What follows belongs to an exercise in optimizing a design on an open flow for small area, a short achievable clock period and few clock cycles; a production flow would make more cautious choices. Where RTL was checked, it was by simulation tests only, not by an equivalence proof against the original.

Design sha256_v2, start of the top module:
module sha256_v2(
    input wire i_clk,
    input wire i_rst,
    input wire i_write,
    input wire [7:0] i_N,
    input wire [8:0] i_bit_miss,
    input wire i_read,
    input wire [31:0] i_data,
    output reg [31:0] o_data,
    output reg o_done
);
Size: about 6100 cells after synthesis, ~1200 flip-flops, roughly 86 I/O pins, about 65000 um^2 of cells after synthesis.
Settings: LEC_CHECK=0, CAP_MARGIN=20, CORE_MARGIN=2, CORE_UTILIZATION=40, SLEW_MARGIN=20; clock period 20.0 ns.
standard.sh (not shown) runs the stock make flow with config.mk's settings and CLKGATE_MAP_FILE= SYNTH_SCRIPT=/design/flow/synth_recipe.tcl, a recipe that flattens the netlist after the stock synthesis.
==> flow/flow/run.sh <==
#!/bin/bash
# Layout flow: the standard synthesis, then the standard layout with
# the timing repair told to keep a setup margin, so that it closes the design
# at a shorter period than the 20 ns constraint. Each step's full output goes
# to a log file of its own here.
set -euo pipefail
MARGIN=14.8
bash standard.sh synth > synth.log 2>&1
bash standard.sh SETUP_SLACK_MARGIN=$MARGIN finish > layout.log 2>&1
Testbench counts at the start, summed over its fixed seeds: cycles 12,948.
Change:
--- a/flow/design.v
+++ b/flow/design.v
@@ -124,45 +124,37 @@
                 default:func_k = 32'hc67178f2;
             endcase
         end
     endfunction
 endmodule
 module sha256_padding_v2_top (
     input  wire [3:0]  i_k,
     input  wire        i_last,       
     input  wire        i_padblk,     
     input  wire [8:0]  i_bit_miss,
     input  wire [16:0] i_len,        
-    input  wire        i_first,      
-    input  wire [7:0]  i_N_in,
-    input  wire [8:0]  i_bm_in,
     output wire [31:0] o_keep,
     output wire [31:0] o_set
 );
     wire [3:0] q  = i_bit_miss[8:5];
     wire [4:0] s  = i_bit_miss[4:0];
     wire [3:0] kb = ~q;                           
     wire full = ~i_padblk & (~i_last | (i_k < kb));
     wire bnd  = i_last & (i_k == kb);
     wire p31  = (i_last & (i_k == kb + 4'd1) & (q != 4'd0) & (s == 5'd0)) |
                 (i_padblk & (i_k == 4'd0) & (i_bit_miss == 9'd0));
     wire lenw = (i_k == 4'd15) & (i_padblk | (i_last & (i_bit_miss > 9'd64)));
     wire [31:0] mask_b = {32{1'b1}} << s;
     wire [31:0] pad_b  = (mask_b >> 1) & ~mask_b;    
-    wire        cut0    = (i_N_in == 8'd1) & (i_bm_in[8:5] == 4'd15);
-    wire [31:0] mask_0  = {32{1'b1}} << i_bm_in[4:0];
-    wire [31:0] pad_0   = (mask_0 >> 1) & ~mask_0;
-    assign o_keep = i_first ? (mask_0 | {32{~cut0}})
-                            : ({32{full}} | ({32{bnd}} & mask_b));
-    assign o_set  = i_first ? (pad_0 & {32{cut0}})
-                            : (({32{bnd}} & pad_b) | {p31, 31'd0} | ({32{lenw}} & {15'd0, i_len}));
+    assign o_keep = {32{full}} | ({32{bnd}} & mask_b);
+    assign o_set  = ({32{bnd}} & pad_b) | {p31, 31'd0} | ({32{lenw}} & {15'd0, i_len});
 endmodule
 module sha256_scheduler_v2 (
     input  wire [31:0] w0,
     input  wire [31:0] w1,
     input  wire [31:0] w9,
     input  wire [31:0] w14,
     output wire [31:0] w_new
 );
     wire [31:0] sg0 = {w1[6:0], w1[31:7]} ^ {w1[17:0], w1[31:18]} ^ (w1 >> 3);
     wire [31:0] sg1 = {w14[16:0], w14[31:17]} ^ {w14[18:0], w14[31:19]} ^ (w14 >> 10);
     wire [31:0] y1s = w0 ^ w9 ^ sg0;
@@ -202,34 +194,31 @@
     wire last     = last_r & ~padblk;
     wire need_pad = (bm_r <= 9'd64);
     wire t_lo     = ~t[6] & ~t[5] & ~t[4];           
     wire rnd_en   = t_lo ? (wr_r | padblk) : ~t[6];   
     wire t64      = t[6];
     wire fin      = t64 & (padblk | (last & ~need_pad));
     wire ring_add = t64 | (t[5] & t[4] & t[3] & t[2] & (t[1] | t[0]));  
     wire iv_ld    = (t == 7'd0) & first & ~wr_r;
     wire [6:0] t_nx      = rnd_en ? t + 7'd1 : (t64 ? 7'd0 : t);
     wire       padblk_nx = t64 ? (~fin & (last | padblk)) : padblk;
     wire [7:0] blk_nx    = ~t64 ? blk : (fin ? 8'd0 : (last ? blk : blk + 8'd1));
-    wire       last_nx   = (n_r == blk_nx + 8'd1);
+    wire       last_nx   = (i_N == blk_nx + 8'd1);
     wire       lo_nx     = ~t_nx[6] & ~t_nx[5] & ~t_nx[4];
     wire [31:0] keep_nx, set_nx;
     sha256_padding_v2_top u_pad (
         .i_k(t_nx[3:0]),
         .i_last(lo_nx & last_nx & ~padblk_nx),
         .i_padblk(lo_nx & padblk_nx),
-        .i_bit_miss(bm_r),
+        .i_bit_miss(i_bit_miss),
         .i_len(len_r),
-        .i_first((t_nx == 7'd0) & (blk_nx == 8'd0) & ~padblk_nx),
-        .i_N_in(i_N),
-        .i_bm_in(i_bit_miss),
         .o_keep(keep_nx),
         .o_set(set_nx)
     );
     always @(posedge i_clk or negedge i_rst) begin
         if (!i_rst) begin
             wr_r   <= 1'b0;
             t      <= 7'd0;
             padblk <= 1'b0;
             blk    <= 8'd0;
             ro_en  <= 1'b0;
             o_done <= 1'b0;
Result: The new run finished clean. Worst setup slack got worse by 76 ps. Clock skew goes up by 3.4 ps. Area after synthesis goes down by about 3%. Non-clock buffer count goes up by 16. Wire length goes down by about 8%. Via count goes down by about 6%. Cell count goes down by 7.1%. Die area goes down by about 3%. Fmax goes down by 1.4%. Count of clock-buffer cells in the layout goes up by 21.
The RTL of the second run of this note was laid out without a check of its function.

========
sha256_v2, a different RTL version from the one above (not shown whole).
Size: roughly 6000 cells after synthesis, roughly 1200 flip-flops, ~86 I/O pins, roughly 0.061 sq mm of cells after synthesis.
==> flow/design.v (excerpt) <==
module sha256_v2(
    input wire i_clk,
    input wire i_rst,
    input wire i_write,
    input wire [7:0] i_N,
    input wire [8:0] i_bit_miss,
    input wire i_read,
    input wire [31:0] i_data,
    output reg [31:0] o_data,
    output reg o_done
);
clock: 20.0 ns
lec_check: 0
abc_area: 1
cap_margin: 20
core_margin: 2
core_utilization: 60
cts_cluster_diameter: 100
cts_cluster_size: 20
slew_margin: 20
==> flow/flow/run.sh <==
#!/bin/bash
# Layout flow: the standard synthesis, then the standard layout with
# the timing repair told to keep a setup margin, so that it closes the design
# at a shorter period than the 20 ns constraint, and with the ports buffered
# by plain buffers (which the repair may then resize). Each step's full
# output goes to a log file of its own here.
set -euo pipefail
MARGIN=14.9
bash standard.sh synth > synth.log 2>&1
bash standard.sh SETUP_SLACK_MARGIN=$MARGIN MATCH_CELL_FOOTPRINT=0 "BUFFER_PORTS_ARGS=-buffer_cell sky130_fd_sc_hd__buf_2" "CTS_ARGS=-sink_clustering_enable -repair_clock_nets -sink_clustering_size 20 -sink_clustering_max_diameter 100 -dont_use_dummy_load" finish > layout.log 2>&1
Testbench counts at the start, summed over its fixed seeds: cycles 12,948.
Change:
--- a/flow/design.v
+++ b/flow/design.v
@@ -27,41 +27,33 @@
             i <= 0;
         end else begin
             if (clr_i) i <= 0;
             else if (cnt_i_en) i <= i + 8'd1;
             else i <= i;
         end
     end
 endmodule
 module sha256_counter_j_v2 (
-    input  wire [31:0] a,
-    input  wire [31:0] b,
-    output wire [31:0] s
+    input wire        i_clk,
+    input wire        i_rst,
+    input wire        clr_j,
+    input wire        cnt_j_en,
+    output reg [6:0]  j
 );
-    wire [31:0] p0 = a ^ b;
-    wire [31:0] g0 = a & b;
-    reg  [31:0] G, P;
-    integer d, i;
-    always @(*) begin
-        G = g0;
-        P = p0;
-        for (d = 0; d < 5; d = d + 1)
-            for (i = 31; i >= 0; i = i - 1)
-                if (((i + 1) % (2 << d)) == 0) begin
-                    G[i] = G[i] | (P[i] & G[i - (1 << d)]);
-                    P[i] = P[i] & P[i - (1 << d)];
-                end
-        for (d = 3; d >= 0; d = d - 1)
-            for (i = 0; i < 32; i = i + 1)
-                if ((((i + 1) % (2 << d)) == (1 << d)) && (i >= (2 << d)))
-                    G[i] = G[i] | (P[i] & G[i - (1 << d)]);
+    always @(posedge i_clk or negedge i_rst) begin
+        if (!i_rst) begin
+            j <= 0;
+        end else begin
+            if (clr_j) j <= 0;
+            else if (cnt_j_en) j <= j + 7'd1;
+            else j <= j;
+        end
     end
-    assign s = p0 ^ {G[30:0], 1'b0};
 endmodule
 module sha256_functions_v2 (
     input  wire [6:0]  j,
     output wire [31:0] k_j
 );
     assign k_j   = func_k(j);
     function [31:0] func_k;
         input [6:0] j;
         begin
@@ -297,21 +289,20 @@
     reg [31:0] iva, ive;
     always @(*) begin
         case (t[1:0])
             2'd0: begin iva = IV[255:224]; ive = IV[127:96]; end
             2'd1: begin iva = IV[159:128]; ive = IV[31:0];   end
             2'd2: begin iva = IV[191:160]; ive = IV[63:32];  end
             default: begin iva = IV[223:192]; ive = IV[95:64]; end
         endcase
     end
-    wire [31:0] add_a, add_e;
-    sha256_counter_j_v2 u_add_a (.a(first ? iva : HA3), .b(a), .s(add_a));
-    sha256_counter_j_v2 u_add_e (.a(first ? ive : HE3), .b(e), .s(add_e));
+    wire [31:0] add_a = (first ? iva : HA3) + a;
+    wire [31:0] add_e = (first ? ive : HE3) + e;
     wire [31:0] hk_nx = g + kc_nx;
     wire t63 = (t == 7'd63);
     wire s_rnd = rnd_en, s_ld = t64, s_iv = iv_ld;
     wire s_hold = ~(s_rnd | s_ld | s_iv);
     wire [31:0] m_rnd = {32{s_rnd}}, m_ld = {32{s_ld}}, m_iv = {32{s_iv}}, m_hold = {32{s_hold}};
     always @(posedge i_clk) begin
         a  <= (m_rnd & a_new) | (m_ld & add_a) | (m_iv & IV[255:224]) | (m_hold & a);
         b  <= (m_rnd & a)     | (m_ld & HA0)   | (m_iv & IV[223:192]) | (m_hold & b);
         c  <= (m_rnd & b)     | (m_ld & HA1)   | (m_iv & IV[191:160]) | (m_hold & c);
Global-route usage goes up by 2.7 points.
Cell area rose by 1.2%.
Maximum frequency came out lower by about 1.4%.
Setup slack is worse by 0.075 ns.
Sequential share of layout area goes down by 0.54 points.
Register-to-register slack is worse by 0.10 ns.
Die area rises by about 1.6%.
Via count grows by 7.1%.
Synthesized cell count went up by 5.5%.
Wire length increases by about 11%.
The RTL of the second run of this note was laid out without a check of its function.

========
## old
sha256_v2, a different RTL version from the one above (not shown whole).
For scale: about 5800 cells after synthesis, roughly 1200 flip-flops, roughly 86 I/O pins.
Settings: LEC_CHECK=0, ABC_AREA=1, CAP_MARGIN=20, CORE_MARGIN=2, CORE_UTILIZATION=60, CTS_CLUSTER_DIAMETER=100, CTS_CLUSTER_SIZE=20, SLEW_MARGIN=20; clock period 20.0 ns.
Scripts as last shown in full above: flow/flow/run.sh
old finished all stages; the layout is clean.
[inputs] new vs old
--- a/flow/design.v
+++ b/flow/design.v
@@ -26,43 +26,35 @@
         if (!i_rst) begin
             i <= 0;
         end else begin
             if (clr_i) i <= 0;
             else if (cnt_i_en) i <= i + 8'd1;
             else i <= i;
         end
     end
 endmodule
 module sha256_counter_j_v2 (
-    input  wire [31:0] a,
-    input  wire [31:0] b,
-    output wire [31:0] s
+    input wire        i_clk,
+    input wire        i_rst,
+    input wire        clr_j,
+    input wire        cnt_j_en,
+    output reg [6:0]  j
 );
-    wire [31:0] p0 = a ^ b;
-    wire [31:0] g0 = a & b;
-    reg  [31:0] G, P;
-    integer d, i;
-    always @(*) begin
-        G = g0;
-        P = p0;
-        for (d = 0; d < 5; d = d + 1)
-            for (i = 31; i >= 0; i = i - 1)
-                if (((i + 1) % (2 << d)) == 0) begin
-                    G[i] = G[i] | (P[i] & G[i - (1 << d)]);
-                    P[i] = P[i] & P[i - (1 << d)];
-                end
-        for (d = 3; d >= 0; d = d - 1)
-            for (i = 0; i < 32; i = i + 1)
-                if ((((i + 1) % (2 << d)) == (1 << d)) && (i >= (2 << d)))
-                    G[i] = G[i] | (P[i] & G[i - (1 << d)]);
+    always @(posedge i_clk or negedge i_rst) begin
+        if (!i_rst) begin
+            j <= 0;
+        end else begin
+            if (clr_j) j <= 0;
+            else if (cnt_j_en) j <= j + 7'd1;
+            else j <= j;
+        end
     end
-    assign s = p0 ^ {G[30:0], 1'b0};
 endmodule
 module sha256_functions_v2 (
     input  wire [6:0]  j,
     output wire [31:0] k_j
 );
     assign k_j   = func_k(j);
     function [31:0] func_k;
         input [6:0] j;
         begin
             case (j)
@@ -168,21 +160,21 @@
     input  wire [31:0] w9,
     input  wire [31:0] w14,
     output wire [31:0] w_new
 );
     wire [31:0] sg0 = {w1[6:0], w1[31:7]} ^ {w1[17:0], w1[31:18]} ^ (w1 >> 3);
     wire [31:0] sg1 = {w14[16:0], w14[31:17]} ^ {w14[18:0], w14[31:19]} ^ (w14 >> 10);
     wire [31:0] y1s = w0 ^ w9 ^ sg0;
     wire [31:0] y1c = {(w0[30:0] & w9[30:0]) | (w0[30:0] & sg0[30:0]) | (w9[30:0] & sg0[30:0]), 1'b0};
     wire [31:0] y2s = y1s ^ y1c ^ sg1;
     wire [31:0] y2c = {(y1s[30:0] & y1c[30:0]) | (y1s[30:0] & sg1[30:0]) | (y1c[30:0] & sg1[30:0]), 1'b0};
-    sha256_counter_j_v2 u_add (.a(y2s), .b(y2c), .s(w_new));
+    assign w_new = y2s + y2c;
 endmodule
 module sha256_v2(
     input wire i_clk,
     input wire i_rst,
     input wire i_write,
     input wire [7:0] i_N,
     input wire [8:0] i_bit_miss,
     input wire i_read,
     input wire [31:0] i_data,
     output reg [31:0] o_data,
@@ -296,36 +288,34 @@
     wire [31:0] e_new = eb_s + eb_c;
     reg [31:0] iva, ive;
     always @(*) begin
         case (t[1:0])
             2'd0: begin iva = IV[255:224]; ive = IV[127:96]; end
             2'd1: begin iva = IV[159:128]; ive = IV[31:0];   end
             2'd2: begin iva = IV[191:160]; ive = IV[63:32];  end
             default: begin iva = IV[223:192]; ive = IV[95:64]; end
         endcase
     end
-    wire [31:0] add_a, add_e;
-    sha256_counter_j_v2 u_add_a (.a(first ? iva : HA3), .b(a), .s(add_a));
-    sha256_counter_j_v2 u_add_e (.a(first ? ive : HE3), .b(e), .s(add_e));
-    wire [31:0] hk_nx = g + kc_nx;
-    wire t63 = (t == 7'd63);
+    wire [31:0] add_a = (first ? iva : HA3) + a;
+    wire [31:0] add_e = (first ? ive : HE3) + e;
+    wire [31:0] hk_nx = (t64 ? HE2 : g) + kc_nx;
     wire s_rnd = rnd_en, s_ld = t64, s_iv = iv_ld;
     wire s_hold = ~(s_rnd | s_ld | s_iv);
     wire [31:0] m_rnd = {32{s_rnd}}, m_ld = {32{s_ld}}, m_iv = {32{s_iv}}, m_hold = {32{s_hold}};
     always @(posedge i_clk) begin
         a  <= (m_rnd & a_new) | (m_ld & add_a) | (m_iv & IV[255:224]) | (m_hold & a);
         b  <= (m_rnd & a)     | (m_ld & HA0)   | (m_iv & IV[223:192]) | (m_hold & b);
         c  <= (m_rnd & b)     | (m_ld & HA1)   | (m_iv & IV[191:160]) | (m_hold & c);
         d  <= (m_rnd & c)     | (m_ld & HA2)   | (m_iv & IV[159:128]) | (m_hold & d);
         e  <= (m_rnd & e_new) | (m_ld & add_e) | (m_iv & IV[127:96])  | (m_hold & e);
         f  <= (m_rnd & e)     | (m_ld & HE0)   | (m_iv & IV[95:64])   | (m_hold & f);
-        g  <= ({32{s_rnd & ~t63}} & f) | ({32{s_ld | t63}} & HE1) | (m_iv & IV[63:32]) | (m_hold & g);
+        g  <= (m_rnd & f)     | (m_ld & HE1)   | (m_iv & IV[63:32])   | (m_hold & g);
         hk <= ((m_rnd | m_ld) & hk_nx) | (m_iv & (IV[31:0] + 32'h428a2f98)) | (m_hold & hk);
     end
     always @(posedge i_clk) begin
         if (ring_add) begin
             HA0 <= add_a; HA1 <= HA0; HA2 <= HA1; HA3 <= HA2;
             HE0 <= add_e; HE1 <= HE0; HE2 <= HE1; HE3 <= HE2;
         end
     end
     always @(posedge i_clk) begin
         case (rc)
## What came out
Summary of new over old: number of global-route vias before repair went up; non-clock buffer count went down; height of the chip went up; die boundary width went up. STATUS area of the mapped netlist: new loses against old. Relative to old, met2 capacity usage during global routing has decreased by 0.27 points in new. Summary of new over old: count of clock-buffer cells in the layout shrank by 1.4%, total non-filler cell area in the finished layout grew by 1.2%.
Testbench counts of new, summed over its fixed seeds: cycles 12,948.
The RTL of old was laid out without a check of its function.

separate check: timing with driven ports:
How much do the figures lean on ideal ports? The routed layouts below were timed once more, with nothing changed but the port constraints. Step 1 sets driving cells, clkbuf_16 on the clock port and buf_2 on the other inputs (assumed; they add their load-dependent delay and slew). Step 2 also shifts input and output timing later by t, the mid clock arrival at the registers, as if the neighbouring blocks saw the same clock. Slacks: ideal / step 1 / step 2; pairs: ideal / step 1.
run	shift t [ns]	setup slack, ns	worst setup path at the end
the first run of note 1	0.883	14.665 / 14.577 / 14.003	input to register
the second run of note 1	0.870	14.589 / 14.641 / 13.771	input to register
the first run of note 2	0.730	14.873 / 14.798 / 14.314	input to register
the second run of note 2	0.729	14.798 / 14.715 / 14.259	input to register
old	0.715	14.840 / 14.762 / 14.363	input to register
new	0.732	14.850 / 14.772 / 14.342	input to register
After both steps every run listed still meets setup and hold. The setup slack of the second run of note 1, which loses most, moves by +0.052 ns with the drivers and by -0.818 ns with both steps.
